Context: an optimization exercise on an open-source flow, tuned for small area, a short achievable clock period and few clock cycles per item. The choices shown serve that exercise and are no tape-out recipe. RTL that was checked went through simulation tests only; none was proved equivalent to the original. Function not checked in run 8: the RTL went through the layout flow alone. The flow treats the clock pin as an ideal source. Dropping or thinning the clock tree relies on that and would not hold on a real chip. No activity file was given, so power comes from the tool's default toggle rates.

## flow/design.v

```verilog
`timescale 1ns / 1ps
module fa3(input x, input y, input z, output s, output c);
    assign s = x ^ y ^ z;
    assign c = (x & y) | (x & z) | (y & z);
endmodule
module ha2(input x, input y, output s, output c);
    assign s = x ^ y;
    assign c = x & y;
endmodule
`timescale 1ns / 1ps
module function_calculator(
    input clk_i,
    input rst_i,
    input [15:0] sw_i,
    input start_i,
    output busy_o,
    output [15:0] y_calc
 );
    function [3:0] low4;
        input [5:0] ar;
        low4 = {ar[3] & (ar[4] ^ ar[5]), ar[4] & ~ar[3], 1'b0, ar[3]} + ar[2:0];
    endfunction
    wire [7:0] b_i = sw_i[7:0];
    wire [2:0] r_d = (b_i >= 8'd216) ? 3'd6 :
                     (b_i >= 8'd125) ? 3'd5 :
                     (b_i >= 8'd64)  ? 3'd4 :
                     (b_i >= 8'd27)  ? 3'd3 :
                     (b_i >= 8'd8)   ? 3'd2 :
                     (b_i >= 8'd1)   ? 3'd1 : 3'd0;
    reg [7:0] aa;
    reg [2:0] rr;
    always @(posedge clk_i) begin
        if (rst_i) begin
            aa <= 8'd0;
            rr <= 3'd0;
        end else if (start_i) begin
            aa <= sw_i[15:8];
            rr <= r_d;
        end
    end
    wire n0 = aa[2] & ~aa[1];
    wire n1 = aa[2] & aa[1];
    wire n2 = aa[3] & ~aa[2];
    wire n3 = aa[3] & aa[2];
    wire n4 = aa[4] & ~aa[3];
    wire n5 = aa[4] & aa[3];
    wire n6 = aa[5] & ~aa[4];
    wire n7 = aa[5] & aa[4];
    wire n8 = aa[6] & ~aa[5];
    wire n9 = aa[6] & aa[5];
    wire n10 = aa[7] & ~aa[6];
    wire n11 = aa[7] & aa[6];
    wire n12 = aa[0] & aa[3];
    wire n13 = aa[0] & aa[4];
    wire n14 = aa[0] & aa[5];
    wire n15 = aa[0] & aa[6];
    wire n16 = aa[0] & aa[7];
    wire n17 = aa[1] & aa[3];
    wire n18 = aa[1] & aa[4];
    wire n19 = aa[1] & aa[5];
    wire n20 = aa[1] & aa[6];
    wire n21 = aa[1] & aa[7];
    wire n22 = aa[2] & aa[4];
    wire n23 = aa[2] & aa[5];
    wire n24 = aa[2] & aa[6];
    wire n25 = aa[2] & aa[7];
    wire n26 = aa[3] & aa[5];
    wire n27 = aa[3] & aa[6];
    wire n28 = aa[3] & aa[7];
    wire n29 = aa[4] & aa[6];
    wire n30 = aa[4] & aa[7];
    wire n31 = aa[5] & aa[7];
    wire n32 = aa[0] & aa[1] & aa[2];
    wire n33, n34;
    ha2 un33 (.x(n3), .y(n15), .s(n33), .c(n34));
    wire n35, n36;
    fa3 un35 (.x(n4), .y(n16), .z(n20), .s(n35), .c(n36));
    wire n37, n38;
    fa3 un37 (.x(n5), .y(n21), .z(n24), .s(n37), .c(n38));
    wire n39, n40;
    ha2 un39 (.x(n6), .y(n25), .s(n39), .c(n40));
    wire n41, n42;
    ha2 un41 (.x(n7), .y(n28), .s(n41), .c(n42));
    wire n43, n44;
    ha2 un43 (.x(n0), .y(n12), .s(n43), .c(n44));
    wire n45, n46;
    fa3 un45 (.x(n1), .y(n13), .z(n17), .s(n45), .c(n46));
    wire n47, n48;
    fa3 un47 (.x(n2), .y(n14), .z(n18), .s(n47), .c(n48));
    wire n49, n50;
    fa3 un49 (.x(n19), .y(n22), .z(n33), .s(n49), .c(n50));
    wire n51, n52;
    fa3 un51 (.x(n23), .y(n34), .z(n35), .s(n51), .c(n52));
    wire n53, n54;
    fa3 un53 (.x(n26), .y(n36), .z(n37), .s(n53), .c(n54));
    wire n55, n56;
    fa3 un55 (.x(n27), .y(n38), .z(n39), .s(n55), .c(n56));
    wire n57, n58;
    fa3 un57 (.x(n29), .y(n40), .z(n41), .s(n57), .c(n58));
    wire n59, n60;
    fa3 un59 (.x(n8), .y(n30), .z(n42), .s(n59), .c(n60));
    wire n61, n62;
    ha2 un61 (.x(n9), .y(n31), .s(n61), .c(n62));
    wire n63, n64;
    ha2 un63 (.x(n32), .y(n43), .s(n63), .c(n64));
    wire n65, n66;
    fa3 un65 (.x(n44), .y(n45), .z(n64), .s(n65), .c(n66));
    wire n67, n68;
    ha2 un67 (.x(n46), .y(n47), .s(n67), .c(n68));
    wire n69, n70;
    ha2 un69 (.x(n48), .y(n49), .s(n69), .c(n70));
    wire n71, n72;
    ha2 un71 (.x(n50), .y(n51), .s(n71), .c(n72));
    wire n73, n74;
    ha2 un73 (.x(n52), .y(n53), .s(n73), .c(n74));
    wire n75, n76;
    ha2 un75 (.x(n54), .y(n55), .s(n75), .c(n76));
    wire n77, n78;
    ha2 un77 (.x(n56), .y(n57), .s(n77), .c(n78));
    wire n79, n80;
    ha2 un79 (.x(n58), .y(n59), .s(n79), .c(n80));
    wire n81, n82;
    ha2 un81 (.x(n60), .y(n61), .s(n81), .c(n82));
    wire n83, n84;
    ha2 un83 (.x(n10), .y(n62), .s(n83), .c(n84));
    wire n85 = n68 | (n67 & n66);
    wire n86 = n67 & 1'b0;
    wire n87 = n72 | (n71 & n70);
    wire n88 = n71 & n69;
    wire n89 = n76 | (n75 & n74);
    wire n90 = n75 & n73;
    wire n91 = n80 | (n79 & n78);
    wire n92 = n79 & n77;
    wire n93 = n84 | (n83 & n82);
    wire n94 = n83 & n81;
    wire n95 = n70 | (n69 & n85);
    wire n96 = n69 & n86;
    wire n97 = n87 | (n88 & n85);
    wire n98 = n88 & n86;
    wire n99 = n78 | (n77 & n89);
    wire n100 = n77 & n90;
    wire n101 = n91 | (n92 & n89);
    wire n102 = n92 & n90;
    wire n103 = 1'b0 | (n11 & n93);
    wire n104 = n11 & n94;
    wire n105 = n74 | (n73 & n97);
    wire n106 = n73 & n98;
    wire n107 = n89 | (n90 & n97);
    wire n108 = n90 & n98;
    wire n109 = n99 | (n100 & n97);
    wire n110 = n100 & n98;
    wire n111 = n101 | (n102 & n97);
    wire n112 = n102 & n98;
    wire n113 = n82 | (n81 & n111);
    wire n114 = n81 & n112;
    wire n115 = n93 | (n94 & n111);
    wire n116 = n94 & n112;
    wire n117 = n103 | (n104 & n111);
    wire n118 = n104 & n112;
    wire n119 = n67 ^ n66;
    wire n120 = n69 ^ n85;
    wire n121 = n71 ^ n95;
    wire n122 = n73 ^ n97;
    wire n123 = n75 ^ n105;
    wire n124 = n77 ^ n107;
    wire n125 = n79 ^ n109;
    wire n126 = n81 ^ n111;
    wire n127 = n83 ^ n113;
    wire n128 = n11 ^ n115;
    wire [11:0] hi = {n128, n127, n126, n125, n124, n123, n122, n121, n120, n119, n65, n63};
    assign y_calc = {hi, low4({aa[2:0], rr})};
    assign busy_o = 1'b0;
endmodule
```

## flow/flow/run.sh

```bash
#!/bin/bash
# Standard layout with two changes:
#  - port buffers are buf_1 cells (the resizer's default pick is clkdlybuf4s50_1,
#    larger and slower);
#  - after CTS, the clock tree's leaf buffers are removed so one root clock
#    buffer drives every flip-flop (the design has only a few registers).
set -euo pipefail
here=$(pwd)
echo 'export BUFFER_PORTS_ARGS = -buffer_cell sky130_fd_sc_hd__buf_1' >> config.mk
echo 'export CTS_ARGS = -buf_list sky130_fd_sc_hd__clkbuf_4 -root_buf sky130_fd_sc_hd__clkbuf_8 -dont_use_dummy_load -repair_clock_nets' >> config.mk
echo "export POST_CTS_TCL = $here/flow/post_cts.tcl" >> config.mk
bash standard.sh > standard.log 2>&1
```

## flow/flow/post_cts.tcl

```tcl
# Collapse the clock tree to a single buffer: every sink of a leaf clock
# buffer is moved onto the root buffer's output net, then the leaf buffers
# are deleted.
set block [ord::get_db_block]
set clk_port_net [$block findNet clk_i]
set root ""
foreach it [$clk_port_net getITerms] {
  set inst [$it getInst]
  if {[string match "*clkbuf*" [[$inst getMaster] getName]]} { set root $inst }
}
if {$root ne ""} {
  set rootnet [[$root findITerm X] getNet]
  set leaves {}
  foreach it [$rootnet getITerms] {
    set inst [$it getInst]
    if {$inst ne $root && [string match "*clkbuf*" [[$inst getMaster] getName]]} {
      lappend leaves $inst
    }
  }
  foreach leaf $leaves {
    set out [[$leaf findITerm X] getNet]
    set sinks {}
    foreach it [$out getITerms] {
      if {[$it getInst] ne $leaf} { lappend sinks $it }
    }
    foreach it $sinks {
      $it disconnect
      $it connect $rootnet
    }
    [$leaf findITerm A] disconnect
    [$leaf findITerm X] disconnect
    odb::dbInst_destroy $leaf
    odb::dbNet_destroy $out
  }
  puts "post_cts: moved sinks of [llength $leaves] leaf buffers onto [$root getName]"
}
estimate_parasitics -placement
report_clock_skew
report_checks -path_delay max -format end
```

## flow/standard.sh

```bash
#!/bin/bash
# synth_recipe.tcl (not shown) runs the flow's synth.tcl, then flattens the netlist and writes it again
# the make line also repeats each setting of config.mk as NAME=value (left out here)
make -C /OpenROAD-flow-scripts/flow DESIGN_CONFIG=/design/flow/config.mk WORK_HOME=/design/flow/orfs CLKGATE_MAP_FILE= SYNTH_SCRIPT=/design/flow/synth_recipe.tcl "${@:-finish}"
```

## flow/config.mk

```make
export PLATFORM = sky130hd
export DESIGN_NAME = function_calculator
export DESIGN_NICKNAME = function_calculator
export VERILOG_FILES = /design/flow/design.v
export SDC_FILE = /design/flow/constraint.sdc
export NUM_CORES = 4
export LEC_CHECK = 0
export ABC_AREA = 1
export CAP_MARGIN = 20
export CORE_MARGIN = 2
export CORE_UTILIZATION = 70
export SLEW_MARGIN = 20
export SYNTH_HIERARCHICAL = 1
export SYNTH_MINIMUM_KEEP_SIZE = 0
export BUFFER_PORTS_ARGS = -buffer_cell sky130_fd_sc_hd__buf_1
export CTS_ARGS = -buf_list sky130_fd_sc_hd__clkbuf_4 -root_buf sky130_fd_sc_hd__clkbuf_8 -dont_use_dummy_load -repair_clock_nets
export POST_CTS_TCL = /design/flow/flow/post_cts.tcl
```

## flow/constraint.sdc

```tcl
create_clock -name core_clock -period 5.0 [get_ports {clk_i}]
set_input_delay 1.0000 -clock core_clock [delete_from_list [all_inputs] [get_ports {clk_i}]]
set_output_delay 1.0000 -clock core_clock [all_outputs]
set_load 0.01 [all_outputs]
```

==> flow_summary.ini, run 1 <==
[outcome]
status = complete, no violations

[floorplan]
rows = 17
io_pins = 36
die_h_um = 51.7
fp.coreArea_sq_um = 2190
die_area_sq_um = 2670
die_x_um = 51.7
initial_core_util = 0.728

[grt]
grt_overflow = 0
grt_pass1_vias = 1257
track_usage = 0.247
grt_pass1_wl_um = 4910
antenna_found_initial = 0
grt_max_degree = 18

[power_and_ir_drop]
p_per_area_nw_per_um2 = 146
p_clk_frac = 0.166
swShare = 0.372
max-vdd-ir-drop_mv = 0.230
p_leak_uw = 0.00107
power_uw = 238
power.internal_uw = 149
p_seq_frac = 0.444
switching_power_uw = 88.6
comb_power_share = 0.390

[route]
detail_route.drc_violations = 0
wl_met3_um = 148
highest_layer = met4
wl_met1_um = 1160
wl_met2_um = 1450
antenna_left = 0
routed_wl_um = 2780
dr.pass1.iters = 6
vias = 1374
vias_per_cell = 5.07
drt_iter0_drc = 52
wl_per_cell_um = 10.3

[critical_path]
arrival_ps = 3230
critPathLaunch = aa[4]$_SDFFE_PP0P_
required_ps = 4000
start_kind = flip-flop
end_kind = output pin
r2r-start = aa[3]$_SDFFE_PP0P_
path_max_fanout = 9
worstSetupPathType = flip-flop to output pin

[min_path]
worstHoldStart = rr[0]$_SDFFE_PP0P_
hp-class = flip-flop to flip-flop

[final_layout]
final_cell_mix = nand2_1 (53), inv_1 (40), buf_1 (34), ha_1 (24), nor2_1 (20)
fillers = 187
synthToLayoutAreaGrowth_pct = 2.28
drive_gt1_frac = 0.0658
seq_area_sq_um = 220
final_common_cell = nand2_1
multi_input_area_sq_um = 1060
stdcell_area_sq_um = 1630
insertedDiodeCount = 0
nNetsFinal = 299

[yosys]
synthCells = 228
syn_area_per_cell_sq_um = 6.99
synth_warnings = 7
ys.flop_type = dfxtp_1
synth-seq-cells = 11
syn_area_sq_um = 1590
synthArstFlopShare = 0
synth-edff-count = 0
syn_nets = 282
yosysSeqAreaShare = 0.138
synth_cell_types = 25

[cts]
cts.clk_slew.worst_paths_ps = 70
cts_sinks = 11
clk_latency_ps = 130

[sta]
finalMaxSlewViolations = 0
setup_viol = 0
rsz0062_at_grt = no
finClkSkew_ps = 0
hold_viol = 0
finalWorstPathRequiredPeriod_ps = 4230
fmax_mhz = 236
fin_tns_setup_ps = 0
fin_crit_sh = 0.846

[run]
max_cap_viol_count = 0

[place]
gp_congestion = 0.825
hpwl_um = 2490
portBuffers = 34
placed_area_sq_um = 1620
==> cells by family after synthesis <==
family / share of synthesized area
AND/OR/NAND/NOR: 0.210
buffers and inverters: 0.194
adder cells (fa/ha/maj): 0.327
AO/OA/AOI/OAI: 0.0966
flip-flops: 0.138
XOR/XNOR: 0.0330
other: 0.00235
==> per-layer routing <==
metal / track usage / up-vias
met3: 0.0230 / 2
li1: - / 709
met5: 0 / -
met1: 0.327 / 621
met4: 0.0219 / 0
met2: 0.451 / 42
==> stage by stage <==
| step | hold slack [ps] | utilization | instances | setup slack, ps |
|---|---|---|---|---|
| 2_1_floorplan | 442 | - | 228 | 1170 |
| 3_3_place_gp | 460 | 0.738 | 270 | 1160 |
| 3_5_place_dp | 463 | 0.738 | 270 | 935 |
| 5_1_grt | 504 | 0.744 | 271 | 638 |
| 6_report | 471 | 0.744 | 271 | 768 |
==> sequential cells by signal, indices dropped and copies added (netlist names) <==
register	cells
aa	8
rr	3
==> power by group through the flow <==
stage | sequential [uW] | combinational (uW) | clock, uW
after floorplan | 99.5 | 90.9 | 0
after global routing | 107 | 107 | 44.5
after global placement | 107 | 89.3 | 0
after detailed placement | 107 | 93.6 | 0
final | 106 | 92.8 | 39.6
==> final timing paths <==
check	end	slack [ps]	depth (start not counted)
setup / recovery	y_calc[14]	770	13
hold / removal	rr[0]$_SDFFE_PP0P_	470	2
setup reg to reg	aa[3]$_SDFFE_PP0P_	4190	2
hold reg to reg	rr[0]$_SDFFE_PP0P_	470	2
==> critical path, cell delays in order (launching register included) <==
cell     delay [ps]
dfxtp_1         490
inv_1           100
nor2_1          140
fa_1            460
fa_1            470
ha_1            360
a21oi_2         160
nand2_2          80
nand2_1          80
nand2_2          70
ha_1            180
nor2_1          160
xnor2_1         160
buf_1           170
==> cell type report <==
cell class	count	share of cell area
clock buffer	1	0.00844
inverter	45	0.104
multi-input combinational	152	0.653
sequential	11	0.135
tap	28	0.0215
timing repair buffer	34	0.0783
==> Yosys cell counts, drive strengths merged, types with 3 or more instances <==
| library cell | instances | share of area |
|---|---|---|
| a21oi | 14 | 0.049 |
| buf | 16 | 0.078 |
| clkbuf | 4 | 0.0094 |
| dfxtp | 11 | 0.14 |
| fa | 11 | 0.14 |
| ha | 24 | 0.19 |
| inv | 45 | 0.11 |
| nand2 | 58 | 0.14 |
| nand3 | 3 | 0.0094 |
| nor2 | 21 | 0.051 |
| o21ai | 10 | 0.031 |
| xnor2 | 3 | 0.016 |
| xor2 | 3 | 0.016 |
==> per-module statistics from Yosys, one instance, submodules excluded <==
module | area [sq um] | cells | times used
fa3 | 20.0 | 1 | 11
function_calculator | 1190 | 202 | 1
ha2 | 12.5 | 1 | 15
Testbench counts, summed over its fixed seeds: cycles 1,280, items 1,280.
==> run 2: changes to the inputs <==
--- a/flow/config.mk
+++ b/flow/config.mk
@@ -8,7 +8,7 @@
 export ABC_AREA = 1
 export CAP_MARGIN = 20
 export CORE_MARGIN = 2
-export CORE_UTILIZATION = 70
+export CORE_UTILIZATION = 50
 export SLEW_MARGIN = 20
 export SYNTH_HIERARCHICAL = 1
 export SYNTH_MINIMUM_KEEP_SIZE = 0
==> run 2 against run 1 <==
  * Die area increased by 37%
  * Non-clock buffer count unchanged
  * Combinational power decreased by 3.6%
  * Via count decreased by 7.1%
  * Design area increased by 1.2%
  * Synthesized cell count unchanged
  * Register-to-register slack got worse by 20 ps
  * Sequential cell count unchanged
  * Critical path depth unchanged
  * Clock skew unchanged
  * Wire length decreased by 8.3%
  * Global-route usage decreased by 7.8 points
==> flow_summary.ini, run 2 <==
[power_and_ir_drop]
p_leak_uw = 0.00107
p_per_area_nw_per_um2 = 144
max-vdd-ir-drop_mv = 0.105

[final_layout]
drive_gt1_frac = 0.0658
fillers = 345
seq_area_sq_um = 220
final_common_cell = nand2_1
nNetsFinal = 299
top_regs = aa: 8 flops, rr: 3 flops
insertedDiodeCount = 0
largest-register = aa
multi_input_area_sq_um = 1060
final_cell_mix = nand2_1 (53), inv_1 (40), buf_1 (34), ha_1 (24), nor2_1 (20)
synthToLayoutAreaGrowth_pct = 3.53
largest_reg_flops = 8
finalNonFillerCells = 287
stdcell_area_sq_um = 1650

[yosys]
synth-edff-count = 0
syn_area_per_cell_sq_um = 6.99
ys.flop_type = dfxtp_1
synthArstFlopShare = 0
synthCells = 228
synth_warnings = 7
synth.most_common_cell = nand2_1
syn_area_sq_um = 1590
netlist.area_leader.share = 0.188
synth_cell_types = 25
syn_nets = 282
synthTopCellsByArea = ha_1 (19%), dfxtp_1 (14%), fa_1 (14%)
yosysSeqAreaShare = 0.138
ys_top_cells_by_count = nand2_1 (53), inv_1 (40), ha_1 (24)
synth-seq-cells = 11
yosys.area.top_type = ha_1

[route]
drt_iter0_drc = 69
detail_route.drc_violations = 0
dr.pass1.iters = 5
wl_per_cell_um = 8.87
vias_per_cell = 4.45
antenna_left = 0
vias = 1276
routed_wl_um = 2550

[place]
hpwl_um = 2130
portBuffers = 34
placed_area_sq_um = 1640
gp_congestion = 0.752
place_inst = 286
dpl_worst_slack_ps = 1040

[sta]
fin_crit_sh = 0.819
rsz0062_at_grt = no
fmax_mhz = 244
setup_viol = 0
layout_setup_ws_ps = 905
finalWorstPathRequiredPeriod_ps = 4090
finClkSkew_ps = 0
finalMaxSlewViolations = 0
hold_viol = 0
fin_tns_setup_ps = 0

[critical_path]
cp_num_cells = 13
worstSetupPathType = flip-flop to output pin
start_kind = flip-flop
critical-path-top-delay-family = adder cells
required_ps = 4000
crit_buf_inv = 2
arrival_ps = 3090
reg2reg_depth = 2
path_max_fanout = 9
slowest_delay_ps = 500
end_kind = output pin
slowest_stage = dfxtp_1
path_cells = inv_1 > nor2_1 > fa_1 > fa_1 > ha_1 > a21oi_2 > nand2_2 > nand2_1 > nand2_2 > ha_1 > nor2_1 > xnor2_1 > buf_1

[floorplan]
die_h_um = 60.5
io_pins = 36
die_x_um = 60.5
rows = 20
die_area_sq_um = 3660
initial_core_util = 0.522
fp.coreArea_sq_um = 3050

[min_path]
hp-class = flip-flop to flip-flop
holdPathStages = 2

[cts]
cts_sinks = 11
clk_latency_ps = 140
cts.clk_slew.worst_paths_ps = 80

[run]
max_cap_viol_count = 0

[grt]
grt_pass1_vias = 1129
antenna_found_initial = 0
grt_max_degree = 18
grt_pass1_wl_um = 4570
grt_overflow = 0
track_usage = 0.169

[outcome]
status = complete, no violations
==> run 2: cell counts in the layout (fill, tap and decap cells not counted) <==
Identical to the previous run, type by type.
==> run 2: tightest hold or removal path: stages, from the launching register on <==
cell and delay [ps]:
dfxtp_1 320, nand2_1 60, a21oi_1 50
==> run 2: area by class of cell <==
type                       instances  share of cell area
sequential                        11               0.133
timing repair buffer              34              0.0773
tap                               44              0.0334
clock buffer                       1             0.00834
inverter                          45               0.102
multi-input combinational        152               0.645
==> run 2: layer usage <==
layer  global-route usage  up-vias  wire length [um]
li1                     -      706                 -
met1                0.237      543              1300
met2                0.300       27              1150
met3               0.0192        0               100
met4                    0        0                 0
met5                    0        -                 0
==> run 2: final timing paths <==
check	start	endpoint	slack, ps
setup reg to reg	aa[6]$_SDFFE_PP0P_	aa[6]$_SDFFE_PP0P_	4170
setup / recovery	aa[4]$_SDFFE_PP0P_	y_calc[14]	910
hold reg to reg	rr[0]$_SDFFE_PP0P_	rr[0]$_SDFFE_PP0P_	470
hold / removal	rr[0]$_SDFFE_PP0P_	rr[0]$_SDFFE_PP0P_	470
==> run 2: per-stage QoR <==
stage	total power (uW)	utilization	hold slack (ps)
3_5_place_dp	199	0.536	460
2_1_floorplan	190	-	442
5_1_grt	261	0.541	518
6_report	237	0.541	469
3_3_place_gp	199	0.536	465
==> run 2: cell families after synthesis <==
logic type | share of synthesized area
AO/OA/AOI/OAI | 0.0966
flip-flops | 0.138
AND/OR/NAND/NOR | 0.210
other | 0.00235
adder cells (fa/ha/maj) | 0.327
XOR/XNOR | 0.0330
buffers and inverters | 0.194
==> run 2: Yosys stat by module, one instance, submodules excluded <==
module / times used / cells / area [sq um] / flip-flops and latches
function_calculator: 1 / 202 / 1190 / 11
ha2: 15 / 1 / 12.5 / 0
fa3: 11 / 1 / 20.0 / 0
==> run 2: power by group <==
group | internal, uW | total, uW | leakage [uW] | switching (uW)
clock | 18.3 | 41.9 | 0.00000719 | 23.6
combinational | 36.4 | 89.5 | 0.000967 | 53.1
sequential | 93.9 | 106 | 0.0000915 | 12.2
==> run 3: changes to the inputs <==
--- a/flow/config.mk
+++ b/flow/config.mk
@@ -5,7 +5,7 @@
 export SDC_FILE = /design/flow/constraint.sdc
 export NUM_CORES = 4
 export LEC_CHECK = 0
-export ABC_AREA = 1
+export ABC_AREA = 0
 export CAP_MARGIN = 20
 export CORE_MARGIN = 2
 export CORE_UTILIZATION = 50
==> run 3 against run 2 <==
  * Still clean on timing, DRC and antenna
  * Clock power decreased by 4%
  * Worst setup slack got worse by 430 ps
  * Die area down 4.5%
  * Count of clock-buffer cells in the layout is the same
  * Sequential share of layout area rose by 0.54 points
  * Wire length is 10% higher
  * Synthesized cell count down 25%
  * Critical path depth decreased by 2
  * Sequential cell count did not move
  * Worst hold slack gained 40 ps
  * Power shrank 10%
==> flow_summary.ini, run 3 <==
[sta]
fin_tns_setup_ps = 0
finalMaxSlewViolations = 0
finalWorstPathRequiredPeriod_ps = 4530
slew_headroom = 0.441
setup_viol = 0
fin_crit_sh = 0.905
fmax_mhz = 221
finClkSkew_ps = 0
rsz0062_at_grt = no
tightestPinTransition_ps = 838
hold_viol = 0

[route]
vias_per_cell = 5.51
antenna_left = 0
dr.pass1.iters = 4
detail_route.drc_violations = 0
wl_per_cell_um = 12.8
vias = 1212
drt_iter0_drc = 30
routed_wl_um = 2810

[yosys]
syn_area_sq_um = 1520
synth-seq-cells = 11
netlist.area_leader.share = 0.198
synthArstFlopShare = 0
syn_nets = 224
syn_area_per_cell_sq_um = 8.92
ys.flop_type = dfxtp_1
yosysSeqAreaShare = 0.145
synth_cell_types = 37
synthCells = 170
synth-edff-count = 0
synthTopCellsByArea = ha_1 (20%), dfxtp_1 (15%), fa_1 (15%)
ys_top_cells_by_count = and2_1 (26), ha_1 (24), nor2_1 (18)
synth_warnings = 7
synth.most_common_cell = and2_1
yosys.area.top_type = ha_1

[grt]
track_usage = 0.201
grt_max_degree = 15
grt_overflow = 0
grt_pass1_wl_um = 5310
antenna_found_initial = 0
grt_pass1_vias = 1190

[final_layout]
final_common_cell = buf_1
largest_reg_flops = 8
top_regs = aa: 8 flops, rr: 3 flops
largest-register = aa
finalNonFillerCells = 220
insertedDiodeCount = 0
synthToLayoutAreaGrowth_pct = 4.62
nNetsFinal = 245
final_cell_mix = buf_1 (34), and2_1 (26), ha_1 (24), nor2_1 (18)
drive_gt1_frac = 0.0212

[place]
gp_congestion = 0.778
portBuffers = 34
place_inst = 219
hpwl_um = 2290

[critical_path]
r2r-start = aa[6]$_SDFFE_PP0P_
path_max_fanout = 11
start_kind = flip-flop
reg2reg_depth = 2
end_kind = output pin
critPathLaunch = aa[6]$_SDFFE_PP0P_
arrival_ps = 3530
required_ps = 4000
worstSetupPathType = flip-flop to output pin

[floorplan]
die_h_um = 59.1
initial_core_util = 0.536
rows = 19
die_x_um = 59.1
io_pins = 36
die_area_sq_um = 3490
fp.coreArea_sq_um = 2830

[power_and_ir_drop]
p_per_area_nw_per_um2 = 134
max-vdd-ir-drop_mv = 0.110
power_uw = 213
p_leak_uw = 0.000811

[min_path]
worstHoldStart = rr[0]$_SDFFE_PP0P_
holdPathStages = 2
hp-class = flip-flop to flip-flop

[outcome]
status = complete, no violations

[cts]
cts_sinks = 11
cts.clk_slew.worst_paths_ps = 70
clk_latency_ps = 130

[run]
max_cap_viol_count = 0
run 3: changes by cell type after synthesis, moves of 3 or more:
cell and delta:
and2_1 +26, nand2_2 -5, o211ai_1 +3, inv_1 -39
a21oi_1 -4, nand2_1 -46, o21ai_0 -5, inv_2 -5
mux2i_1 +8, nor2b_1 +6
run 3: through the flow:
step / worst slack (ps) / util / hold slack, ps / instance area (sq um)
after detailed placement: 649 / 0.556 / 495 / 1570
after floorplan: 868 / - / 460 / 1520
final: 473 / 0.561 / 509 / 1590
after global placement: 698 / 0.556 / 489 / 1570
after global routing: 200 / 0.561 / 545 / 1590
run 3: area by class of cell:
type / instances / area (sq um)
fill: 286 / 1240
multi-input combinational: 142 / 1180
timing repair buffer: 34 / 128
inverter: 1 / 3.75
sequential: 11 / 220
tap: 31 / 38.8
clock buffer: 1 / 13.8
run 3: cell families (layout without fill, tap and decap cells):
family | Yosys count | after routing | share of synthesized area
simple gates | 68 | 68 | 0.240
fa+ha+maj | 35 | 35 | 0.343
compound gates | 24 | 24 | 0.106
buf+inv | 17 | 36 | 0.0751
flops | 11 | 11 | 0.145
mux | 8 | 8 | 0.0528
xor+xnor | 6 | 6 | 0.0347
other cells | 1 | 1 | 0.00247
run 3: report_power, final:
part	switching, uW	leakage, uW	internal, uW
combinational	39.1	0.000713	30.8
clock	21.8	0.00000719	18.3
sequential	9.66	0.0000910	93.2
run 3: per-layer routing:
| metal | up-vias | global-route usage | routed length (um) |
|---|---|---|---|
| li1 | 610 | - | - |
| met1 | 573 | 0.283 | 1340 |
| met2 | 29 | 0.349 | 1360 |
| met3 | 0 | 0.0131 | 112 |
| met4 | 0 | 0.0195 | 0 |
| met5 | - | 0 | 0 |
run 3: final timing paths:
| check | to | slack [ps] |
|---|---|---|
| min | rr[0]$_SDFFE_PP0P_ | 510 |
| max reg2reg | aa[6]$_SDFFE_PP0P_ | 4190 |
| max | y_calc[14] | 470 |
| min reg2reg | rr[0]$_SDFFE_PP0P_ | 510 |
run 3: critical path, stage by stage (launching register included):
cell and delay, ps:
dfxtp_1 500, and2_1 200, fa_1 450, fa_1 480, ha_1 350, a21oi_1 250, a21oi_1 150, or3_1 390
ha_1 190, nor2_1 130, xnor2_1 130, buf_1 160
run 3: modules after synthesis, one instance, submodules excluded:
module | cells | area [sq um] | flops+latches
fa3 | 1 | 20.0 | 0
ha2 | 1 | 12.5 | 0
function_calculator | 144 | 1110 | 11
==> run 4: changes to the inputs <==
--- a/flow/config.mk
+++ b/flow/config.mk
@@ -8,7 +8,7 @@
 export ABC_AREA = 0
 export CAP_MARGIN = 20
 export CORE_MARGIN = 2
-export CORE_UTILIZATION = 50
+export CORE_UTILIZATION = 40
 export SLEW_MARGIN = 20
 export SYNTH_HIERARCHICAL = 1
 export SYNTH_MINIMUM_KEEP_SIZE = 0
==> run 4 against run 3 <==
  * Still clean on timing, DRC and antenna
  * Design area grew 1.3%
  * First-iteration DRC count grew 40%
  * Synthesized area is the same
  * Sequential cell count is the same
  * Global-route usage shrank 5.2 points
  * Fmax grew 0.42%
  * Combinational power shrank 3%
  * Via count shrank 1.9%
  * Die area grew 23%
  * Clock power shrank 2%
  * Critical path depth is the same
  * Largest cell class unchanged
  * Largest power group unchanged
  * Highest routed layer is now met4
==> flow_summary.ini, run 4 <==
[outcome]
status = complete, no violations

[yosys]
ys.flop_type = dfxtp_1
synth_cell_types = 37
ys_top_cells_by_count = and2_1 (26), ha_1 (24), nor2_1 (18)
synthCells = 170
synthTopCellsByArea = ha_1 (20%), dfxtp_1 (15%), fa_1 (15%)
synth-seq-cells = 11
syn_area_per_cell_sq_um = 8.92
netlist.area_leader.share = 0.198
synth-edff-count = 0
syn_area_sq_um = 1520
synth.most_common_cell = and2_1
syn_nets = 224
synthArstFlopShare = 0
yosysSeqAreaShare = 0.145
synth_warnings = 7
yosys.area.top_type = ha_1

[final_layout]
top_regs = aa: 8 flops, rr: 3 flops
largest-register = aa
final_cell_mix = buf_1 (34), and2_1 (26), ha_1 (24), nor2_1 (18)
largest_reg_flops = 8
final_common_cell = buf_1
multi_input_area_sq_um = 1180
final_core_util = 0.439
synthToLayoutAreaGrowth_pct = 6.02
nNetsFinal = 245
drive_gt1_frac = 0.0212
fillers = 392
seq_area_sq_um = 220
stdcell_area_sq_um = 1610
insertedDiodeCount = 0

[run]
max_cap_viol_count = 0

[cts]
clk_latency_ps = 130
cts_sinks = 11
cts.clk_slew.worst_paths_ps = 70

[min_path]
hp-class = flip-flop to flip-flop
holdPathStages = 2

[critical_path]
worstSetupPathType = flip-flop to output pin
cp_num_cells = 11
start_kind = flip-flop
critical-path-top-delay-family = adder cells
end_kind = output pin
path_max_fanout = 11
required_ps = 4000
slowest_delay_ps = 510
crit_buf_inv = 1
path_cells = and2_1 > fa_1 > fa_1 > ha_1 > a21oi_1 > a21oi_1 > or3_1 > ha_1 > nor2_1 > xnor2_1 > buf_1
reg2reg_depth = 2
slowest_stage = dfxtp_1
arrival_ps = 3510

[route]
antenna_left = 0
drt_iter0_drc = 42
routed_wl_um = 2680
detail_route.drc_violations = 0
vias = 1189
wl_per_cell_um = 11.3
vias_per_cell = 5.02
dr.pass1.iters = 6

[floorplan]
io_pins = 36
initial_core_util = 0.414
rows = 22
fp.coreArea_sq_um = 3660
die_x_um = 65.6
die_area_sq_um = 4300
die_h_um = 65.6

[grt]
grtUsageMet1 = 0.206
grtUsageMet3 = 0.00514
grt_max_degree = 15
grt_pass1_vias = 1184
busiest_layer = met2
grt_overflow = 0
antenna_found_initial = 0
track_usage = 0.149
grt_pass1_wl_um = 5000
gr-usage-met2 = 0.261

[sta]
finClkSkew_ps = 0
tightestPinTransition_ps = 787
fmax_mhz = 222
finalWorstPathRequiredPeriod_ps = 4510
rsz0062_at_grt = no
fin_crit_sh = 0.902
slew_headroom = 0.475
setup_viol = 0
hold_viol = 0
finalMaxSlewViolations = 0
fin_tns_setup_ps = 0

[power_and_ir_drop]
p_per_area_nw_per_um2 = 131
p_leak_uw = 0.000811
max-vdd-ir-drop_mv = 0.119

[place]
placed_area_sq_um = 1590
gp_congestion = 0.867
portBuffers = 34
hpwl_um = 2250
run 4: cell counts in the layout (fill, tap and decap cells not counted):
Identical to the previous run, type by type.
run 4: cells by family (layout without fill, tap and decap cells):
family	after synthesis	in the layout	share of synthesized area
fa+ha+maj	35	35	0.343
compound gates	24	24	0.106
other cells	1	1	0.00247
buf+inv	17	36	0.0751
mux	8	8	0.0528
xor+xnor	6	6	0.0347
simple gates	68	68	0.240
flops	11	11	0.145
run 4: per-module statistics from Yosys, one instance, submodules excluded:
module | area (sq um) | cells | copies in the design | flops+latches
fa3 | 20.0 | 1 | 11 | 0
ha2 | 12.5 | 1 | 15 | 0
function_calculator | 1110 | 144 | 1 | 11
run 4: area by class of cell:
| type | count | share of cell area |
|---|---|---|
| Multi-Input combinational cell | 142 | 0.735 |
| Sequential cell | 11 | 0.137 |
| Inverter | 1 | 0.00233 |
| Timing Repair Buffer | 34 | 0.0794 |
| Clock buffer | 1 | 0.00856 |
| Tap cell | 48 | 0.0374 |
run 4: stage by stage:
stage                     power [uW]  instances  worst slack (ps)  hold slack [ps]
after global placement           172        236               728              480
after global routing             230        237               261              538
final                            210        237               492              500
after floorplan                  160        170               868              460
after detailed placement         173        236               650              491
run 4: report_power, final:
| group | leakage, uW | total, uW | internal, uW | switching (uW) |
|---|---|---|---|---|
| Sequential | 0.0000910 | 103 | 93.2 | 9.49 |
| Clock | 0.00000719 | 39.3 | 18.2 | 21.1 |
| Combinational | 0.000713 | 68.1 | 30.4 | 37.7 |
run 4: metal layers:
metal,part of all wire,vias up
met5,0,-
met4,0.016,0
met3,0.029,6
met2,0.49,20
met1,0.46,552
li1,-,611
run 4: worst paths after layout:
| path | start | endpoint | slack [ps] |
|---|---|---|---|
| min | rr[1]$_SDFFE_PP0P_ | rr[1]$_SDFFE_PP0P_ | 500 |
| max | aa[6]$_SDFFE_PP0P_ | y_calc[14] | 490 |
| min reg2reg | rr[1]$_SDFFE_PP0P_ | rr[1]$_SDFFE_PP0P_ | 500 |
| max reg2reg | aa[6]$_SDFFE_PP0P_ | aa[6]$_SDFFE_PP0P_ | 4220 |
run 4: worst register-to-register path: stages (launching register included):
cell and delay [ps]:
dfxtp_1 510, mux2i_1 120, nor2_1 100
==> run 5: changes to the inputs <==
--- a/flow/config.mk
+++ b/flow/config.mk
@@ -5,7 +5,7 @@
 export SDC_FILE = /design/flow/constraint.sdc
 export NUM_CORES = 4
 export LEC_CHECK = 0
-export ABC_AREA = 0
+export ABC_AREA = 1
 export CAP_MARGIN = 20
 export CORE_MARGIN = 2
 export CORE_UTILIZATION = 40
==> run 5 against run 4 <==
  * Fmax increased by 10%
  * Largest power group unchanged
  * Worst setup slack improved by 420 ps
  * Critical path depth increased by 2
  * Clock skew unchanged
  * Clock power increased by 7.1%
  * Sequential cell count unchanged
  * Sequential share of layout area decreased by 0.39 points
  * Count of clock-buffer cells in the layout unchanged
  * Critical path type unchanged
  * Still clean on timing, DRC and antenna
  * Die area increased by 4.8%
  * Wire length increased by 2.5%
  * Power increased by 14%
==> flow_summary.ini, run 5 <==
[floorplan]
io_pins = 36
rows = 22
die_area_sq_um = 4510
initial_core_util = 0.426
fp.coreArea_sq_um = 3740
die_h_um = 67.1
die_x_um = 67.1

[sta]
setup_viol = 0
hold_viol = 0
rsz0062_at_grt = no
finClkSkew_ps = 0
fin_crit_sh = 0.818
fmax_mhz = 245
fin_tns_setup_ps = 0
finalWorstPathRequiredPeriod_ps = 4090
finalMaxSlewViolations = 0

[yosys]
synthArstFlopShare = 0
yosysSeqAreaShare = 0.138
synth_warnings = 7
synthTopCellsByArea = ha_1 (19%), dfxtp_1 (14%), fa_1 (14%)
synth-edff-count = 0
synth-seq-cells = 11
netlist.area_leader.share = 0.188
synth_cell_types = 25
syn_nets = 282
ys.flop_type = dfxtp_1
syn_area_sq_um = 1590
ys_top_cells_by_count = nand2_1 (53), inv_1 (40), ha_1 (24)
yosys.area.top_type = ha_1
synthCells = 228
synth.most_common_cell = nand2_1
syn_area_per_cell_sq_um = 6.99

[route]
detail_route.drc_violations = 0
drt_iter0_drc = 53
antenna_left = 0
routed_wl_um = 2740
vias = 1325
vias_per_cell = 4.55
wl_per_cell_um = 9.42
dr.pass1.iters = 4

[critical_path]
arrival_ps = 3090
start_kind = flip-flop
critPathLaunch = aa[4]$_SDFFE_PP0P_
r2r_end = aa[3]$_SDFFE_PP0P_
path_max_fanout = 9
reg2reg_depth = 2
r2r-start = aa[3]$_SDFFE_PP0P_
required_ps = 4000
end_kind = output pin
r2r_setup_slack_ps = 4190
worstSetupPathType = flip-flop to output pin

[min_path]
worstHoldStart = rr[0]$_SDFFE_PP0P_
hp-class = flip-flop to flip-flop
holdPathStages = 2
hold_end = rr[0]$_SDFFE_PP0P_

[cts]
cts_sinks = 11
cts.clk_slew.worst_paths_ps = 80
clk_latency_ps = 140

[place]
gp_congestion = 0.775
hpwl_um = 2300
placed_area_sq_um = 1640
portBuffers = 34
place_inst = 290

[run]
max_cap_viol_count = 0

[grt]
grt_max_degree = 18
antenna_found_initial = 0
grt_pass1_vias = 1261
grt_pass1_wl_um = 4910
grt_overflow = 0
track_usage = 0.145

[final_layout]
fillers = 434
nNetsFinal = 299
synthToLayoutAreaGrowth_pct = 3.85
stdcell_area_sq_um = 1660
insertedDiodeCount = 0
final_cell_mix = nand2_1 (53), inv_1 (40), buf_1 (34), ha_1 (24), nor2_1 (20)
largest_reg_flops = 8
final_common_cell = nand2_1
largest-register = aa
finalNonFillerCells = 291
top_regs = aa: 8 flops, rr: 3 flops
drive_gt1_frac = 0.0658
final_core_util = 0.442

[power_and_ir_drop]
power_uw = 239
max-vdd-ir-drop_mv = 0.110
p_leak_uw = 0.00107
p_per_area_nw_per_um2 = 144

[outcome]
status = complete, no violations
run 5: kinds of logic after synthesis:
group / after synthesis / share of synthesized area
compound gates: 27 / 0.0966
buf+inv: 65 / 0.194
other cells: 1 / 0.00235
flops: 11 / 0.138
xor+xnor: 6 / 0.0330
fa+ha+maj: 35 / 0.327
simple gates: 83 / 0.210
run 5: critical path: stages, from the launching register on:
cell and delay [ps]:
dfxtp_1 470, inv_1 110, nor2_1 130, fa_1 450, fa_1 470, ha_1 360
a21oi_2 160, nand2_2 80, nand2_1 70, nand2_2 60, ha_1 180, nor2_1 120
xnor2_1 120, buf_1 160
run 5: cell type report:
cell class                      instances  area (sq um)  area share
Clock buffer                            1          13.8     0.00831
Multi-Input combinational cell        152          1060       0.643
Timing Repair Buffer                   34           128      0.0771
Sequential cell                        11           220       0.133
Inverter                               45           169       0.102
Tap cell                               48          60.1      0.0363
run 5: worst max-delay path by stage:
stage	end	slack, ps	cells past startpoint
floorplan	y_calc[14]	1170	14
global placement	y_calc[14]	1110	16
detailed placement	y_calc[14]	1060	13
global route	y_calc[14]	670	13
finish	y_calc[14]	910	13
run 5: per-stage QoR:
step | hold slack [ps] | setup WS, ps
after floorplan | 442 | 1170
after global placement | 479 | 1110
after detailed placement | 471 | 1060
after global routing | 535 | 672
final | 477 | 912
run 5: power by group:
part           internal, uW  leakage, uW  switching [uW]
clock                  18.3   0.00000719            23.8
sequential             93.9    0.0000915            11.4
combinational          36.6     0.000967            55.1
run 5: modules after synthesis (local to each module, per instance):
module / times used / flops+latches / area (sq um)
fa3: 11 / 0 / 20.0
function_calculator: 1 / 11 / 1190
ha2: 15 / 0 / 12.5
run 5: metal layers:
metal  wire length, um  global-route usage  up-vias  part of all wire
met2              1220               0.262       39              0.45
met1              1370               0.189      576              0.50
met3               108             0.00507        4             0.039
met5                 0                   0        -                 0
met4                43              0.0332        0             0.016
li1                  -                   -      706                 -
==> run 6: changes to the inputs <==
--- a/flow/flow/post_cts.tcl
+++ b/flow/flow/post_cts.tcl
@@ -37,3 +37,14 @@
 estimate_parasitics -placement
 report_clock_skew
 report_checks -path_delay max -format end
+# Upsize the flip-flops that drive the squarer (their Q pins fan out widely).
+set db [ord::get_db]
+set m2 [$db findMaster sky130_fd_sc_hd__dfxtp_2]
+foreach inst [$block getInsts] {
+  if {[[$inst getMaster] getName] eq "sky130_fd_sc_hd__dfxtp_1"} {
+    set q [[$inst findITerm Q] getNet]
+    if {$q ne "NULL" && [llength [$q getITerms]] > 4} { $inst swapMaster $m2 }
+  }
+}
+estimate_parasitics -placement
+report_checks -path_delay max -format end
==> run 6 against run 5 <==
  * Final cell count stayed put
  * Clock skew stayed put
  * Register-to-register slack better by 100 ps
  * Non-clock buffer count stayed put
  * Wire length is 0.22% higher
  * Global-route usage stayed put
  * Die area stayed put
  * Critical endpoint unchanged
  * Highest routed layer unchanged
==> flow_summary.ini, run 6 <==
[outcome]
status = complete, no violations

[power_and_ir_drop]
p_leak_uw = 0.00107
p_per_area_nw_per_um2 = 144
max-vdd-ir-drop_mv = 0.110
power_uw = 240

[sta]
finalMaxSlewViolations = 0
hold_viol = 0
fin_tns_setup_ps = 0
fmax_mhz = 250
setup_viol = 0
finalWorstPathRequiredPeriod_ps = 3990
finClkSkew_ps = 0
rsz0062_at_grt = no
fin_crit_sh = 0.799
layout_setup_ws_ps = 1010

[place]
dpl_worst_slack_ps = 1060
placed_area_sq_um = 1640
portBuffers = 34
gp_congestion = 0.775
hpwl_um = 2300
place_inst = 290

[grt]
track_usage = 0.145
gr-usage-met2 = 0.262
grt_pass1_vias = 1261
grt_overflow = 0
grt_max_degree = 18
busiest_layer = met2
grt_pass1_wl_um = 4910
grtUsageMet3 = 0.00507
grtUsageMet1 = 0.189
antenna_found_initial = 0

[yosys]
syn_nets = 282
synthCells = 228
syn_area_sq_um = 1590
netlist.area_leader.share = 0.188
synth.most_common_cell = nand2_1
ys_top_cells_by_count = nand2_1 (53), inv_1 (40), ha_1 (24)
synthTopCellsByArea = ha_1 (19%), dfxtp_1 (14%), fa_1 (14%)
synth_warnings = 7
syn_area_per_cell_sq_um = 6.99
synthArstFlopShare = 0
synth-seq-cells = 11
yosys.area.top_type = ha_1
synth_cell_types = 25
synth-edff-count = 0
ys.flop_type = dfxtp_1
yosysSeqAreaShare = 0.138

[route]
drt_iter0_drc = 56
wl_per_cell_um = 9.44
vias = 1328
routed_wl_um = 2750
detail_route.drc_violations = 0
dr.pass1.iters = 4
antenna_left = 0
vias_per_cell = 4.56

[floorplan]
die_h_um = 67.1
fp.coreArea_sq_um = 3740
die_x_um = 67.1
initial_core_util = 0.426
die_area_sq_um = 4510
io_pins = 36
rows = 22

[final_layout]
finalNonFillerCells = 291
top_regs = aa: 8 flops, rr: 3 flops
nNetsFinal = 299
drive_gt1_frac = 0.0988
final_cell_mix = nand2_1 (53), inv_1 (40), buf_1 (34), ha_1 (24), nor2_1 (20)
final_common_cell = nand2_1
insertedDiodeCount = 0
largest-register = aa
stdcell_area_sq_um = 1670
fillers = 428
synthToLayoutAreaGrowth_pct = 4.47
largest_reg_flops = 8

[cts]
clk_latency_ps = 140
cts.clk_slew.worst_paths_ps = 80
cts_sinks = 11

[critical_path]
required_ps = 4000
worstSetupPathType = flip-flop to output pin
path_max_fanout = 9
reg2reg_depth = 2
r2r_setup_slack_ps = 4290
r2r_end = aa[1]$_SDFFE_PP0P_
end_kind = output pin
arrival_ps = 2990
critPathCapture = y_calc[14]
r2r-start = aa[1]$_SDFFE_PP0P_
critPathLaunch = aa[4]$_SDFFE_PP0P_
start_kind = flip-flop

[run]
max_cap_viol_count = 0

[min_path]
hp-class = flip-flop to flip-flop
[run 6: area by class of cell]
type,count,area (sq um),area share
Timing Repair Buffer,34,128,0.0766
Inverter,45,169,0.101
Sequential cell,11,230,0.138
Clock buffer,1,13.8,0.00826
Tap cell,48,60.1,0.0361
Multi-Input combinational cell,152,1060,0.639
[run 6: metrics by stage]
step            util  hold WS (ps)
6_report       0.445           477
5_1_grt        0.445           535
3_5_place_dp   0.439           471
3_3_place_gp   0.439           479
2_1_floorplan      -           442
[run 6: cell families after synthesis]
family,count (synthesis),share of synthesized area
other cells,1,0.00235
buf+inv,65,0.194
flops,11,0.138
xor+xnor,6,0.0330
fa+ha+maj,35,0.327
simple gates,83,0.210
compound gates,27,0.0966
[run 6: Yosys stat by module, one instance, submodules excluded]
| module | copies in the design | flops+latches | cell area (sq um) | cells inside |
|---|---|---|---|---|
| function_calculator | 1 | 11 | 1190 | 202 |
| fa3 | 11 | 0 | 20.0 | 1 |
| ha2 | 15 | 0 | 12.5 | 1 |
[run 6: how the worst min path moves through the flow]
stage	end	startpoint	depth (start not counted)	slack (ps)
floorplan	rr[0]$_SDFFE_PP0P_	rr[0]$_SDFFE_PP0P_	2	440
global placement	rr[0]$_SDFFE_PP0P_	rr[0]$_SDFFE_PP0P_	2	480
detailed placement	rr[0]$_SDFFE_PP0P_	rr[0]$_SDFFE_PP0P_	2	470
global route	rr[0]$_SDFFE_PP0P_	rr[0]$_SDFFE_PP0P_	2	530
finish	rr[0]$_SDFFE_PP0P_	rr[0]$_SDFFE_PP0P_	2	480
[run 6: critical path, stage by stage, from the launching register on]
cell,delay (ps)
dfxtp_2,410
inv_1,80
nor2_1,120
fa_1,450
fa_1,470
ha_1,360
a21oi_2,160
nand2_2,80
nand2_1,70
nand2_2,60
ha_1,180
nor2_1,120
xnor2_1,120
buf_1,160
[run 6: where the power goes]
group          internal (uW)  leakage, uW  switching (uW)  total [uW]
Combinational           36.7     0.000967            55.2        91.8
Sequential              94.9    0.0000938            11.4         106
Clock                   18.3   0.00000719            24.0        42.3
Total                    150      0.00107            90.6         240
[run 6: routing by layer]
metal | vias up | wire [um]
li1 | 706 | -
met1 | 581 | 1400
met2 | 37 | 1200
met3 | 4 | 105
met4 | 0 | 43
met5 | - | 0
==> run 7: changes to the inputs <==
--- a/flow/flow/post_cts.tcl
+++ b/flow/flow/post_cts.tcl
@@ -39,7 +39,7 @@
 report_checks -path_delay max -format end
 # Upsize the flip-flops that drive the squarer (their Q pins fan out widely).
 set db [ord::get_db]
-set m2 [$db findMaster sky130_fd_sc_hd__dfxtp_2]
+set m2 [$db findMaster sky130_fd_sc_hd__dfxtp_4]
 foreach inst [$block getInsts] {
   if {[[$inst getMaster] getName] eq "sky130_fd_sc_hd__dfxtp_1"} {
     set q [[$inst findITerm Q] getNet]
==> run 7 against run 6 <==
  * Sequential power about the same
  * Still clean
  * Fmax grew 1.0%
  * Design area grew 1.2%
  * Non-clock buffer count is the same
  * Sequential cell count did not move
  * Utilization up 0.53 points
  * Critical endpoint unchanged
  * First-iteration DRC count decreased by 13%
  * Largest cell class unchanged
  * Register-to-register slack improved by 30 ps
  * Worst setup slack improved by 40 ps
  * Wire length rose by 0.47%
  * Clock power fell by 3%
==> flow_summary.ini, run 7 <==
[yosys]
synth-seq-cells = 11
synth_cell_types = 25
synth-xor-area-share = 0.0330
synthCells = 228
netlist.area_leader.share = 0.188
synth-edff-count = 0
synth-adder-area-share = 0.327
syn_area_sq_um = 1590
syn_area_per_cell_sq_um = 6.99
yosys.area.top_type = ha_1
synth_warnings = 7
ys.flop_type = dfxtp_1
ys_top_cells_by_count = nand2_1 (53), inv_1 (40), ha_1 (24)
syn_nets = 282
synth_mux_area_frac = 0
yosysSeqAreaShare = 0.138
synth-simple-area-share = 0.210
synthArstFlopShare = 0
synthTopCellsByArea = ha_1 (19%), dfxtp_1 (14%), fa_1 (14%)
synth.most_common_cell = nand2_1
synth_top_family_by_area = adder cells
synth_compound_area_frac = 0.0965

[sta]
layout_setup_ws_ps = 1050
setup_viol = 0
fin_tns_setup_ps = 0
fmax_mhz = 253
rsz0062_at_grt = no
whs_ps = 476
finClkSkew_ps = 0
hold_viol = 0
fin_crit_sh = 0.791
finalWorstPathRequiredPeriod_ps = 3950
finalMaxSlewViolations = 0

[final_layout]
insertedDiodeCount = 0
fillers = 427
largest-register = aa
final_common_cell = nand2_1
top_regs = aa: 8 flops, rr: 3 flops
final_cell_mix = nand2_1 (53), inv_1 (40), buf_1 (34), ha_1 (24), nor2_1 (20)
synthToLayoutAreaGrowth_pct = 5.73
drive_gt1_frac = 0.0988
nNetsFinal = 299
largest_reg_flops = 8

[grt]
track_usage = 0.145
grt_pass1_vias = 1261
grt_max_degree = 18
grt_pass1_wl_um = 4910
grt_overflow = 0
antenna_found_initial = 0

[cts]
cts.clk_slew.worst_paths_ps = 70
clk_latency_ps = 140
cts_sinks = 11

[route]
dr.pass1.iters = 4
drt_iter0_drc = 49
detail_route.drc_violations = 0
vias_per_cell = 4.55
antenna_left = 0
wl_per_cell_um = 9.49
routed_wl_um = 2760
vias = 1323

[place]
portBuffers = 34
gp_congestion = 0.775
hpwl_um = 2300
dpl_worst_slack_ps = 1060

[floorplan]
rows = 22
io_pins = 36
die_x_um = 67.1
initial_core_util = 0.426
die_area_sq_um = 4510
fp.coreArea_sq_um = 3740
die_h_um = 67.1

[run]
max_cap_viol_count = 0

[critical_path]
end_kind = output pin
path_max_fanout = 9
worstSetupPathType = flip-flop to output pin
start_kind = flip-flop
arrival_ps = 2950
required_ps = 4000

[power_and_ir_drop]
p_per_area_nw_per_um2 = 141
power_uw = 238
max-vdd-ir-drop_mv = 0.108
p_leak_uw = 0.00107

[outcome]
status = complete, no violations

[min_path]
hp-class = flip-flop to flip-flop
-- run 7: cell counts after synthesis --
Identical to the previous run, type by type.
-- run 7: worst paths after layout --
kind	from	end	slack, ps	cells after the start
max reg2reg	aa[2]$_SDFFE_PP0P_	aa[2]$_SDFFE_PP0P_	4320	2
min	rr[0]$_SDFFE_PP0P_	rr[0]$_SDFFE_PP0P_	480	2
max	aa[4]$_SDFFE_PP0P_	y_calc[14]	1050	13
min reg2reg	rr[0]$_SDFFE_PP0P_	rr[0]$_SDFFE_PP0P_	480	2
-- run 7: area by class of cell --
class	count	area [sq um]	share of cell area
Clock buffer	1	13.8	0.00817
Inverter	45	169	0.100
Multi-Input combinational cell	152	1060	0.632
Sequential cell	11	250	0.148
Tap cell	48	60.1	0.0356
Timing Repair Buffer	34	128	0.0757
-- run 7: cell families (layout without fill, tap and decap cells) --
kind of cell	Yosys count	after routing
other	1	1
and+or+nand+nor	83	83
AOI/OAI and AO/OA	27	27
buffers and inverters	65	80
xor gates and xnor gates	6	6
adders and majority gates	35	35
DFF	11	11
-- run 7: critical path, stage by stage, from the launching register on --
cell     delay (ps)
dfxtp_4         390
inv_1            70
nor2_1          120
fa_1            450
fa_1            470
ha_1            360
a21oi_2         160
nand2_2          80
nand2_1          70
nand2_2          60
ha_1            180
nor2_1          120
xnor2_1         120
buf_1           160
-- run 7: metal layers --
layer	global-route usage	routed length, um	part of all wire
met3	0.00507	80	0.029
met1	0.189	1410	0.51
met5	0	0	0
met2	0.262	1230	0.45
met4	0.0332	43	0.016
-- run 7: stage by stage --
stage | cell area, sq um | instances | utilization
finish | 1690 | 291 | 0.450
global route | 1690 | 291 | 0.450
detailed placement | 1640 | 290 | 0.439
global placement | 1640 | 290 | 0.439
floorplan | 1590 | 228 | -
-- run 7: where the power goes --
group | internal, uW | leakage [uW] | switching [uW]
logic | 36.7 | 0.000967 | 55.2
clock network | 18.3 | 0.00000719 | 22.8
registers | 93.1 | 0.0000963 | 11.5
total | 148 | 0.00107 | 89.4
-- run 7: per-module statistics from Yosys (local to each module, per instance) --
module | cells inside | flip-flops and latches
fa3 | 1 | 0
function_calculator | 202 | 11
ha2 | 1 | 0
==> run 8: changes to the inputs <==
--- a/flow/design.v
+++ b/flow/design.v
@@ -14,7 +14,7 @@
     input [15:0] sw_i,
     input start_i,
     output busy_o,
-    output [15:0] y_calc
+    output reg [15:0] y_calc
  );
     function [3:0] low4;
         input [5:0] ar;
@@ -27,17 +27,7 @@
                      (b_i >= 8'd27)  ? 3'd3 :
                      (b_i >= 8'd8)   ? 3'd2 :
                      (b_i >= 8'd1)   ? 3'd1 : 3'd0;
-    reg [7:0] aa;
-    reg [2:0] rr;
-    always @(posedge clk_i) begin
-        if (rst_i) begin
-            aa <= 8'd0;
-            rr <= 3'd0;
-        end else if (start_i) begin
-            aa <= sw_i[15:8];
-            rr <= r_d;
-        end
-    end
+    wire [7:0] aa = sw_i[15:8];
     wire n0 = aa[2] & ~aa[1];
     wire n1 = aa[2] & aa[1];
     wire n2 = aa[3] & ~aa[2];
@@ -104,7 +94,7 @@
     wire n63, n64;
     ha2 un63 (.x(n32), .y(n43), .s(n63), .c(n64));
     wire n65, n66;
-    fa3 un65 (.x(n44), .y(n45), .z(n64), .s(n65), .c(n66));
+    ha2 un65 (.x(n44), .y(n45), .s(n65), .c(n66));
     wire n67, n68;
     ha2 un67 (.x(n46), .y(n47), .s(n67), .c(n68));
     wire n69, n70;
@@ -123,51 +113,63 @@
     ha2 un81 (.x(n60), .y(n61), .s(n81), .c(n82));
     wire n83, n84;
     ha2 un83 (.x(n10), .y(n62), .s(n83), .c(n84));
-    wire n85 = n68 | (n67 & n66);
-    wire n86 = n67 & 1'b0;
-    wire n87 = n72 | (n71 & n70);
-    wire n88 = n71 & n69;
-    wire n89 = n76 | (n75 & n74);
-    wire n90 = n75 & n73;
-    wire n91 = n80 | (n79 & n78);
-    wire n92 = n79 & n77;
-    wire n93 = n84 | (n83 & n82);
-    wire n94 = n83 & n81;
-    wire n95 = n70 | (n69 & n85);
-    wire n96 = n69 & n86;
-    wire n97 = n87 | (n88 & n85);
-    wire n98 = n88 & n86;
-    wire n99 = n78 | (n77 & n89);
-    wire n100 = n77 & n90;
-    wire n101 = n91 | (n92 & n89);
-    wire n102 = n92 & n90;
-    wire n103 = 1'b0 | (n11 & n93);
-    wire n104 = n11 & n94;
-    wire n105 = n74 | (n73 & n97);
-    wire n106 = n73 & n98;
-    wire n107 = n89 | (n90 & n97);
-    wire n108 = n90 & n98;
-    wire n109 = n99 | (n100 & n97);
-    wire n110 = n100 & n98;
-    wire n111 = n101 | (n102 & n97);
-    wire n112 = n102 & n98;
-    wire n113 = n82 | (n81 & n111);
-    wire n114 = n81 & n112;
-    wire n115 = n93 | (n94 & n111);
-    wire n116 = n94 & n112;
-    wire n117 = n103 | (n104 & n111);
-    wire n118 = n104 & n112;
-    wire n119 = n67 ^ n66;
-    wire n120 = n69 ^ n85;
-    wire n121 = n71 ^ n95;
-    wire n122 = n73 ^ n97;
-    wire n123 = n75 ^ n105;
-    wire n124 = n77 ^ n107;
-    wire n125 = n79 ^ n109;
-    wire n126 = n81 ^ n111;
-    wire n127 = n83 ^ n113;
-    wire n128 = n11 ^ n115;
-    wire [11:0] hi = {n128, n127, n126, n125, n124, n123, n122, n121, n120, n119, n65, n63};
-    assign y_calc = {hi, low4({aa[2:0], rr})};
+    wire n85 = n66 | (n65 & n64);
+    wire n86 = n65 & 1'b0;
+    wire n87 = n70 | (n69 & n68);
+    wire n88 = n69 & n67;
+    wire n89 = n74 | (n73 & n72);
+    wire n90 = n73 & n71;
+    wire n91 = n78 | (n77 & n76);
+    wire n92 = n77 & n75;
+    wire n93 = n82 | (n81 & n80);
+    wire n94 = n81 & n79;
+    wire n95 = 1'b0 | (n11 & n84);
+    wire n96 = n11 & n83;
+    wire n97 = n68 | (n67 & n85);
+    wire n98 = n67 & n86;
+    wire n99 = n87 | (n88 & n85);
+    wire n100 = n88 & n86;
+    wire n101 = n76 | (n75 & n89);
+    wire n102 = n75 & n90;
+    wire n103 = n91 | (n92 & n89);
+    wire n104 = n92 & n90;
+    wire n105 = n84 | (n83 & n93);
+    wire n106 = n83 & n94;
+    wire n107 = n95 | (n96 & n93);
+    wire n108 = n96 & n94;
+    wire n109 = n72 | (n71 & n99);
+    wire n110 = n71 & n100;
+    wire n111 = n89 | (n90 & n99);
+    wire n112 = n90 & n100;
+    wire n113 = n101 | (n102 & n99);
+    wire n114 = n102 & n100;
+    wire n115 = n103 | (n104 & n99);
+    wire n116 = n104 & n100;
+    wire n117 = n80 | (n79 & n115);
+    wire n118 = n79 & n116;
+    wire n119 = n93 | (n94 & n115);
+    wire n120 = n94 & n116;
+    wire n121 = n105 | (n106 & n115);
+    wire n122 = n106 & n116;
+    wire n123 = n107 | (n108 & n115);
+    wire n124 = n108 & n116;
+    wire n125 = n65 ^ n64;
+    wire n126 = n67 ^ n85;
+    wire n127 = n69 ^ n97;
+    wire n128 = n71 ^ n99;
+    wire n129 = n73 ^ n109;
+    wire n130 = n75 ^ n111;
+    wire n131 = n77 ^ n113;
+    wire n132 = n79 ^ n115;
+    wire n133 = n81 ^ n117;
+    wire n134 = n83 ^ n119;
+    wire n135 = n11 ^ n121;
+    wire [11:0] hi = {n135, n134, n133, n132, n131, n130, n129, n128, n127, n126, n125, n63};
+    always @(posedge clk_i) begin
+        if (rst_i)
+            y_calc <= 16'd0;
+        else if (start_i)
+            y_calc <= {hi, low4({aa[2:0], r_d})};
+    end
     assign busy_o = 1'b0;
 endmodule
--- a/flow/flow/post_cts.tcl
+++ b/flow/flow/post_cts.tcl
@@ -37,14 +37,3 @@
 estimate_parasitics -placement
 report_clock_skew
 report_checks -path_delay max -format end
-# Upsize the flip-flops that drive the squarer (their Q pins fan out widely).
-set db [ord::get_db]
-set m2 [$db findMaster sky130_fd_sc_hd__dfxtp_4]
-foreach inst [$block getInsts] {
-  if {[[$inst getMaster] getName] eq "sky130_fd_sc_hd__dfxtp_1"} {
-    set q [[$inst findITerm Q] getNet]
-    if {$q ne "NULL" && [llength [$q getITerms]] > 4} { $inst swapMaster $m2 }
-  }
-}
-estimate_parasitics -placement
-report_checks -path_delay max -format end
--- a/flow/config.mk
+++ b/flow/config.mk
@@ -8,7 +8,7 @@
 export ABC_AREA = 1
 export CAP_MARGIN = 20
 export CORE_MARGIN = 2
-export CORE_UTILIZATION = 40
+export CORE_UTILIZATION = 55
 export SLEW_MARGIN = 20
 export SYNTH_HIERARCHICAL = 1
 export SYNTH_MINIMUM_KEEP_SIZE = 0
==> run 8 against run 7 <==
  * Synthesized cell count rose by 19%
  * Worst setup slack better by 350 ps
  * Worst hold slack worse by 10 ps
  * Critical endpoint is now y_calc[13]$_SDFFE_PP0P_
  * Critical path depth grew 2
  * Clock power grew 26%
  * Power rose by 59%
  * Still clean
  * Sequential cell count is 5 higher
  * Sequential share of layout area is 2.0 points higher
  * Largest power group is now combinational cells
  * Final cell count rose by 16%
  * Sequential power increased by 42%
==> flow_summary.ini, run 8 <==
[power_and_ir_drop]
power.internal_uw = 231
switching_power_uw = 146
p_seq_frac = 0.394
swShare = 0.387
max-vdd-ir-drop_mv = 0.156
comb_power_share = 0.469
p_clk_frac = 0.137
p_per_area_nw_per_um2 = 199
p_leak_uw = 0.00120

[floorplan]
rows = 20
fp.coreArea_sq_um = 3050
die_x_um = 60.6
die_area_sq_um = 3670
die_h_um = 60.6
io_pins = 36
initial_core_util = 0.576

[sta]
fin_tns_setup_ps = 0
slew_headroom = 0.406
finalMaxSlewViolations = 0
rsz0062_at_grt = no
fin_crit_sh = 0.721
tightestPinTransition_ps = 891
hold_viol = 0
whs_ps = 466
finalWorstPathRequiredPeriod_ps = 3600
fmax_mhz = 278
finClkSkew_ps = 0
setup_viol = 0

[final_layout]
nNetsFinal = 351
synthToLayoutAreaGrowth_pct = 8.11
final_cell_mix = nand2_1 (70), inv_1 (61), nor2_1 (35), buf_1 (34), ha_1 (25)
top_regs = y_calc: 16 flops
largest-register = y_calc
insertedDiodeCount = 0
largest_reg_flops = 16
drive_gt1_frac = 0.0169
final_common_cell = nand2_1

[route]
drt_iter0_drc = 104
antenna_left = 0
wl_met1_um = 1540
wl_per_cell_um = 9.74
highest_layer = met4
wl_met3_um = 127
vias_per_cell = 4.63
dr.pass1.iters = 4
routed_wl_um = 3300
wl_met2_um = 1620
detail_route.drc_violations = 0
vias = 1570

[yosys]
synthCells = 271
yosys.area.top_type = dfxtp_1
syn_area_per_cell_sq_um = 6.49
synth_warnings = 7
synth-seq-cells = 16
synth_cell_types = 23
syn_area_sq_um = 1760
ys.flop_type = dfxtp_1
netlist.area_leader.share = 0.182
syn_nets = 325
ys_top_cells_by_count = nand2_1 (70), inv_1 (61), nor2_1 (35)
synth.most_common_cell = nand2_1
synthTopCellsByArea = dfxtp_1 (18%), ha_1 (18%), nand2_1 (15%)
yosysSeqAreaShare = 0.182
synthArstFlopShare = 0
synth-edff-count = 0

[critical_path]
path_cells = buf_1 > nand2_1 > inv_1 > fa_1 > fa_1 > ha_1 > nand2_1 > nand2_1 > a21oi_1 > nand2_2 > ha_1 > nor2_1 > xnor2_1 > o21ai_0 > inv_1
slowest_delay_ps = 470
end_kind = flip-flop
critical-path-top-delay-family = adder cells
worstSetupPathType = input port to flip-flop
start_kind = input port
crit_path_frequent_cell = nand2_1
arrival_ps = 3660
r2r_end = y_calc[9]$_SDFFE_PP0P_
reg2reg_depth = 4
crit_buf_inv = 3
required_ps = 5060
r2r-start = y_calc[9]$_SDFFE_PP0P_
r2r_setup_slack_ps = 4250
path_max_fanout = 9
slowest_stage = fa_1

[min_path]
hold_end = y_calc[5]$_SDFFE_PP0P_
hp-class = flip-flop to flip-flop
holdPathStages = 2
worstHoldStart = y_calc[5]$_SDFFE_PP0P_

[outcome]
status = complete, no violations

[grt]
track_usage = 0.209
grt_max_degree = 22
grt_pass1_vias = 1296
antenna_found_initial = 0
grt_overflow = 0
grt_pass1_wl_um = 5470

[run]
max_cap_viol_count = 0

[cts]
clk_latency_ps = 160
cts.clk_slew.worst_paths_ps = 100
cts_sinks = 16

[place]
gp_congestion = 0.799
portBuffers = 34
hpwl_um = 2660
-- run 8: per-layer routing --
layer,up-vias,track usage
met4,0,0.0217
met3,2,0.0192
met5,-,0
li1,852,-
met1,688,0.295
met2,28,0.360
-- run 8: worst max path at each step --
stage / start / endpoint / slack (ps) / cells past startpoint
floorplan: sw_i[14] / y_calc[13]$_SDFFE_PP0P_ / 1420 / 15
global placement: sw_i[14] / y_calc[13]$_SDFFE_PP0P_ / 1270 / 15
detailed placement: sw_i[12] / y_calc[13]$_SDFFE_PP0P_ / 1190 / 15
global route: sw_i[12] / y_calc[13]$_SDFFE_PP0P_ / 1120 / 15
finish: sw_i[12] / y_calc[13]$_SDFFE_PP0P_ / 1400 / 15
-- run 8: power by group through the flow --
stage,combinational [uW],sequential [uW],clock [uW]
floorplan,129,158,0
global placement,177,152,0
detailed placement,179,152,0
global route,209,151,57.7
finish,177,149,51.7
-- run 8: worst reg2reg max path, cell delays in order (launching register included) --
cell,delay [ps]
dfxtp_1,340
nor2_1,90
nor2_1,50
o21ai_0,110
inv_1,70
-- run 8: through the flow --
step	cell area [sq um]	instances	power, uW	setup slack (ps)	utilization
floorplan	1760	271	287	1420	-
global placement	1890	338	329	1270	0.618
detailed placement	1890	338	331	1190	0.618
global route	1900	339	417	1120	0.623
finish	1900	339	378	1400	0.623
-- run 8: cell type report --
class / count / area [sq um]
Clock buffer: 1 / 13.8
Fill cell: 328 / 1150
Inverter: 61 / 229
Multi-Input combinational cell: 183 / 1160
Sequential cell: 16 / 320
Tap cell: 44 / 55.1
Timing Repair Buffer: 34 / 128
-- run 8: modules after synthesis (local to each module, per instance) --
module / cell area (sq um) / times used
function_calculator: 1360 / 1
fa3: 20.0 / 10
ha2: 12.5 / 16
-- run 8: cell families (layout without fill, tap and decap cells) --
| family | after synthesis | after routing | share of synthesized area |
|---|---|---|---|
| AOI/OAI and AO/OA | 22 | 22 | 0.0690 |
| buffers and inverters | 72 | 96 | 0.161 |
| other | 1 | 1 | 0.00213 |
| and+or+nand+nor | 120 | 120 | 0.270 |
| adders and majority gates | 35 | 35 | 0.292 |
| DFF | 16 | 16 | 0.182 |
| xor gates and xnor gates | 5 | 5 | 0.0249 |

-- static timing again, ports no longer ideal --
The results above use ideal ports. As a check the final layouts listed here were re-extracted and re-timed, cells and wires unchanged.
Step 1: set_driving_cell puts a clkbuf_16 on clk_i and a buf_2 on each other input, an assumption about the parent block.
Step 2 adds t to the input delays and takes it off the output delays; t is the mean of the earliest and latest rising clock arrival at the registers after step 1. Input paths then give back, and output paths get back, about the clock's delay inside the block.
Slacks: no drivers / after step 1 / after step 2; pairs: no drivers / after step 1.
run	t, ns	setup slack, ns	clock arrival spread, ns
run 1	0.151	0.768 / 0.750 / 0.901	0.001 / 0.000
run 2	0.158	0.905 / 0.884 / 1.042	0.001 / 0.000
run 3	0.154	0.473 / 0.452 / 0.607	0.001 / 0.001
run 4	0.153	0.492 / 0.471 / 0.625	0.001 / 0.001
run 5	0.159	0.912 / 0.891 / 1.050	0.001 / 0.000
run 6	0.160	1.007 / 0.985 / 1.145	0.000 / 0.001
run 7	0.157	1.047 / 1.026 / 1.183	0.000 / 0.000
run 8	0.178	1.397 / 1.397 / 1.219	0.002 / 0.003
After both steps every run listed still meets setup and hold. The setup slack of run 8, which loses most, moves by 0.000 ns with the drivers and by -0.178 ns with both steps.
